Background: an optimization exercise with open tools, aiming at small area. Do not read the settings as production practice. Function was checked by simulation only, so behaviour that the tests miss may differ from the original. Power is estimated from default activity; no workload was simulated.

==> module cpu_alu, before the edit <==
module cpu_alu (
	input [31:0] a,         
	input [31:0] rs1,
	input [31:0] in2,
	input sub,
	input sel_sum,
	input sel_and,
	input sel_or,
	input sel_xor,
	input sel_sh,
	input left,
	input big,              
	input c_lt,
	input c_ge,
	input c_ltu,
	input c_geu,
	input c_eq,
	input c_ne,
	output [31:0] result,
	output cmp
);
	wire [31:0] b = in2 ^ {32{sub}};
	wire [31:0] p = a ^ b;
	wire [31:0] g = a & b;
	wire [32:0] c;
	cpu_cla carry (.p(p), .g(g), .cin(sub), .c(c));
	wire [31:0] sum = p ^ c[31:0];
	wire geu = c[32];
	wire eq = &p;
	wire lt = (rs1[31] ^ in2[31]) ? rs1[31] : ~geu;
	assign cmp = (c_lt & lt) | (c_ge & ~lt) | (c_ltu & ~geu) | (c_geu & geu) |
	             (c_eq & eq) | (c_ne & ~eq);
	wire [31:0] sh;
	cpu_shift shifter (.x(rs1), .n(in2[4:0]), .left(left), .zero(big), .y(sh));
	assign result = ({32{sel_sum}} & sum) | ({32{sel_and | sel_or}} & g) |
	                ({32{sel_xor | sel_or}} & p) | ({32{sel_sh}} & sh) |
	                {31'b0, cmp};
endmodule
==> module cpu, before the edit <==
module cpu(
	input clk_from_external,
	input [31:0] inputdata_from_external_bus,
	input reset_from_external,
	input interrupt_from_external,
	output reg [31:0] outputdata_to_external_bus,
	output reg [31:0] address_to_external_bus_from_cpu,
	output reg [3:0] control_output_to_external_bus,
	output reg interrupt_grant_from_pc
);
	wire clk = clk_from_external;
	wire reset = reset_from_external;
	wire irq = interrupt_from_external;
	wire [31:0] bus = inputdata_from_external_bus;
	reg [2:0] cnt;        
	reg [2:0] icnt;       
	reg [31:0] pc;
	reg [31:0] ir;
	reg [31:0] rs1_val;
	wire is_st, is_ld, is_br, is_jal, is_jalr, is_lui, is_auipc, is_op;
	wire reg_write, use_imm;
	wire [31:0] offset;
	wire sub, sel_sum, sel_and, sel_or, sel_xor, sel_sh, left;
	wire c_lt, c_ge, c_ltu, c_geu, c_eq, c_ne;
	cpu_control control (
		.ir(ir),
		.is_st(is_st), .is_ld(is_ld), .is_br(is_br), .is_jal(is_jal),
		.is_jalr(is_jalr), .is_lui(is_lui), .is_auipc(is_auipc), .is_op(is_op),
		.reg_write(reg_write), .use_imm(use_imm), .offset(offset),
		.sub(sub), .sel_sum(sel_sum), .sel_and(sel_and), .sel_or(sel_or),
		.sel_xor(sel_xor), .sel_sh(sel_sh), .left(left),
		.c_lt(c_lt), .c_ge(c_ge), .c_ltu(c_ltu), .c_geu(c_geu), .c_eq(c_eq), .c_ne(c_ne)
	);
	wire ir_load = irq ? (icnt[1:0] == 2'b10) : ((cnt == 3'd2) | ((cnt == 3'd5) & is_ld));
	wire step3 = ~irq & (cnt == 3'd3);
	wire we = step3 & reg_write;
	wire [31:0] rp;
	wire [31:0] wdata;
	cpu_reg register (
		.clk(clk),
		.reset(reset),
		.we(we),
		.waddr(ir[11:7]),
		.wdata(wdata),
		.raddr(ir_load ? bus[19:15] : ir[24:20]),
		.rdata(rp)
	);
	always @(posedge clk) begin
		if (ir_load) rs1_val <= rp;
		else if (we && ir[11:7] == ir[19:15]) rs1_val <= wdata;
	end
	wire sb = is_st & (ir[14:12] == 3'b000);
	wire sh = is_st & (ir[14:12] == 3'b001);
	wire [31:0] read2 = {sb | sh ? {16{rp[31]}} : rp[31:16], sb ? {8{rp[31]}} : rp[15:8], rp[7:0]};
	wire [31:0] in2 = use_imm ? offset : read2;
	wire [31:0] add_a = is_lui ? 32'b0 : (is_auipc ? pc : rs1_val);
	wire big = is_op & |in2[31:5];
	wire [31:0] alu;
	wire cmp;
	cpu_alu alu_unit (
		.a(add_a), .rs1(rs1_val), .in2(in2),
		.sub(sub), .sel_sum(sel_sum), .sel_and(sel_and), .sel_or(sel_or),
		.sel_xor(sel_xor), .sel_sh(sel_sh), .left(left), .big(big),
		.c_lt(c_lt), .c_ge(c_ge), .c_ltu(c_ltu), .c_geu(c_geu), .c_eq(c_eq), .c_ne(c_ne),
		.result(alu), .cmp(cmp)
	);
	wire [31:0] pc_4;
	assign pc_4[1:0] = pc[1:0];
	cpu_inc #(30) pc_inc (.a(pc[31:2]), .s(pc_4[31:2]));
	wire [31:0] pc_add;
	cpu_add pc_adder (.a(pc), .b(is_jalr ? alu : offset), .s(pc_add));
	wire take = (is_br & cmp) | is_jal | is_jalr;
	wire [31:0] pc_next = take ? pc_add : pc_4;
	assign wdata = (is_jal | is_jalr) ? pc_4 : alu;
	always @(posedge clk) begin
		if (reset) begin
			cnt <= 3'd0;
			icnt <= 3'd0;
			pc <= 32'b0;
			interrupt_grant_from_pc <= 1'b0;
			address_to_external_bus_from_cpu <= 32'b0;
			outputdata_to_external_bus <= 32'b0;
			control_output_to_external_bus <= 4'b0;
		end else if (irq) begin
			icnt <= icnt + 3'd1;
			interrupt_grant_from_pc <= (icnt[1:0] == 2'b00);
			case (icnt)
				3'd7: begin
					outputdata_to_external_bus <= read2;
					control_output_to_external_bus <= 4'b0100;
				end
				3'd2, 3'd6: begin
					ir <= bus;
					control_output_to_external_bus <= 4'b0100;
				end
				3'd3: begin
					outputdata_to_external_bus <= alu;
					control_output_to_external_bus <= 4'b0100;
				end
				default: control_output_to_external_bus <= 4'b1100;
			endcase
		end else begin
			cnt <= (cnt == 3'd5) ? 3'd0 : cnt + 3'd1;
			interrupt_grant_from_pc <= (cnt == 3'd0);
			case (cnt)
				3'd0: begin
					address_to_external_bus_from_cpu <= pc;
					control_output_to_external_bus <= 4'b0001;
				end
				3'd2: begin
					ir <= bus;
					control_output_to_external_bus <= 4'b1111;
				end
				3'd3: begin
					pc <= pc_next;
					if (is_st) begin
						address_to_external_bus_from_cpu <= alu;
						outputdata_to_external_bus <= read2;
						control_output_to_external_bus <= 4'b0011;
					end else if (is_ld) begin
						address_to_external_bus_from_cpu <= alu;
						control_output_to_external_bus <= 4'b0001;
					end else begin
						control_output_to_external_bus <= 4'b0000;
					end
				end
				3'd5: begin
					if (is_ld) begin
						ir <= bus;
						control_output_to_external_bus <= 4'b0001;
					end else begin
						control_output_to_external_bus <= 4'b0000;
					end
				end
				default: ;
			endcase
		end
	end
endmodule
Settings: LEC_CHECK=0, CAP_MARGIN=20, CORE_MARGIN=2, CORE_UTILIZATION=60, PLACE_DENSITY=0.7, SLEW_MARGIN=20, SYNTH_HIERARCHICAL=1, SYNTH_MINIMUM_KEEP_SIZE=0, BUFFER_PORTS_ARGS=-buffer_cell sky130_fd_sc_hd__buf_1, CTS_ARGS=-sink_clustering_enable -repair_clock_nets -dont_use_dummy_load -buf_list sky130_fd_sc_hd__clkbuf_8 -sink_clustering_size 13 -sink_clustering_max_diameter 80 -sink_buffer_max_cap_derate 0.3; clock period 14.0 ns.
standard.sh (not shown) runs the stock make flow with config.mk's settings and CLKGATE_MAP_FILE= SYNTH_SCRIPT=/design/flow/synth_recipe.tcl, a recipe that flattens the netlist after the stock synthesis.
==> flow/flow/run.sh <==
#!/bin/bash
# Layout flow: the standard flow (standard.sh), with two settings added to
# its config.mk: ports buffered with the smallest buffer cell, and clock tree
# synthesis without dummy loads. Each tool's output goes to its own log.
set -e
cp standard.sh standard_sh.txt
cat >> config.mk <<'EOC'
export BUFFER_PORTS_ARGS = -buffer_cell sky130_fd_sc_hd__buf_1
export CTS_ARGS = -sink_clustering_enable -repair_clock_nets -dont_use_dummy_load -buf_list sky130_fd_sc_hd__clkbuf_8 -sink_clustering_size 13 -sink_clustering_max_diameter 80 -sink_buffer_max_cap_derate 0.3
EOC
cp config.mk config_mk.txt
bash standard.sh > standard.log 2>&1
Then changed:
--- a/flow/design.v
+++ b/flow/design.v
@@ -1,9 +1,11 @@
 module cpu_alu (
 	input [31:0] a,         
 	input [31:0] rs1,
 	input [31:0] in2,
+	input [31:0] pc_4,
+	input sel_pc4,
 	input sub,
 	input sel_sum,
 	input sel_and,
 	input sel_or,
 	input sel_xor,
@@ -15,27 +17,28 @@
 	input c_ltu,
 	input c_geu,
 	input c_eq,
 	input c_ne,
 	output [31:0] result,
+	output [31:0] sum,
 	output cmp
 );
 	wire [31:0] b = in2 ^ {32{sub}};
 	wire [31:0] p = a ^ b;
 	wire [31:0] g = a & b;
 	wire [32:0] c;
 	cpu_cla carry (.p(p), .g(g), .cin(sub), .c(c));
-	wire [31:0] sum = p ^ c[31:0];
+	assign sum = p ^ c[31:0];
 	wire geu = c[32];
 	wire eq = &p;
 	wire lt = (rs1[31] ^ in2[31]) ? rs1[31] : ~geu;
 	assign cmp = (c_lt & lt) | (c_ge & ~lt) | (c_ltu & ~geu) | (c_geu & geu) |
 	             (c_eq & eq) | (c_ne & ~eq);
 	wire [31:0] sh;
 	cpu_shift shifter (.x(rs1), .n(in2[4:0]), .left(left), .zero(big), .y(sh));
 	assign result = ({32{sel_sum}} & sum) | ({32{sel_and | sel_or}} & g) |
-	                ({32{sel_xor | sel_or}} & p) | ({32{sel_sh}} & sh) |
+	                ({32{sel_xor | sel_or}} & p) | ({32{sel_sh}} & sh) | ({32{sel_pc4}} & pc_4) |
 	                {31'b0, cmp};
 endmodule
 module cpu_shift (
 	input [31:0] x,
 	input [4:0] n,
@@ -307,26 +310,28 @@
 	wire [31:0] read2 = {sb | sh ? {16{rp[31]}} : rp[31:16], sb ? {8{rp[31]}} : rp[15:8], rp[7:0]};
 	wire [31:0] in2 = use_imm ? offset : read2;
 	wire [31:0] add_a = is_lui ? 32'b0 : (is_auipc ? pc : rs1_val);
 	wire big = is_op & |in2[31:5];
 	wire [31:0] alu;
+	wire [31:0] sum;
 	wire cmp;
+	wire [31:0] pc_4;
+	wire link = (is_jal | is_jalr) & ~irq;
 	cpu_alu alu_unit (
 		.a(add_a), .rs1(rs1_val), .in2(in2),
-		.sub(sub), .sel_sum(sel_sum), .sel_and(sel_and), .sel_or(sel_or),
+		.pc_4(pc_4), .sel_pc4(link),
+		.sub(sub), .sel_sum(sel_sum & ~link), .sel_and(sel_and), .sel_or(sel_or),
 		.sel_xor(sel_xor), .sel_sh(sel_sh), .left(left), .big(big),
 		.c_lt(c_lt), .c_ge(c_ge), .c_ltu(c_ltu), .c_geu(c_geu), .c_eq(c_eq), .c_ne(c_ne),
-		.result(alu), .cmp(cmp)
+		.result(alu), .sum(sum), .cmp(cmp)
 	);
-	wire [31:0] pc_4;
 	assign pc_4[1:0] = pc[1:0];
 	cpu_inc #(30) pc_inc (.a(pc[31:2]), .s(pc_4[31:2]));
-	wire [31:0] pc_add;
-	cpu_add pc_adder (.a(pc), .b(is_jalr ? alu : offset), .s(pc_add));
-	wire take = (is_br & cmp) | is_jal | is_jalr;
-	wire [31:0] pc_next = take ? pc_add : pc_4;
-	assign wdata = (is_jal | is_jalr) ? pc_4 : alu;
+	wire take = (is_br & cmp) | is_jal;
+	wire [31:0] pc_next;
+	cpu_add pc_adder (.a(pc), .b(is_jalr ? sum : (take ? offset : 32'd4)), .s(pc_next));
+	assign wdata = alu;
 	always @(posedge clk) begin
 		if (reset) begin
 			cnt <= 3'd0;
 			icnt <= 3'd0;
 			pc <= 32'b0;
After rerunning: The changed run finished clean; wire length goes down by a few percent; worst setup slack improves by 0.51 ns; worst hold slack degrades by 0.0045 ns; total power is about the same; fmax goes up by a few percent; via count goes down slightly; area after synthesis goes down slightly; non-clock buffer count goes up by 8; final cell count barely changes; design area goes down slightly; synthesized cell count goes down slightly; sequential cell count stays the same; count of clock-buffer cells in the layout goes up by 2.

-- port drivers added, routing unchanged --
The flow's constraints put no driver on any port. The routed layouts listed below were extracted and timed again, unchanged, in two steps.
Step 1 assumes that a clkbuf_16 drives the clock port and a buf_2 every other input.
Step 2, shift: input delay + t, output delay - t, t = (earliest + latest rising clock arrival at the registers) / 2. This alone moves slack from input paths to output paths.
Slacks: ideal ports / drivers / drivers and shift; pairs: ideal ports / drivers.
| run | t (ns) | setup slack, ns | worst setup path at the end | latest minus earliest clock arrival (ns) | cell pins on the clock port's net |
|---|---|---|---|---|---|
| the first run | 0.777 | 0.343 / 0.388 / -0.390 | input to register | 0.177 / 0.177 | 1 |
| the second run | 0.787 | 0.857 / 0.898 / 0.111 | input to register | 0.132 / 0.133 | 1 |
With both steps, setup timing fails in the first run, where it was met with ideal ports. The setup slack of the second run, which loses most, moves by +0.041 ns with the drivers and by -0.746 ns with both steps.
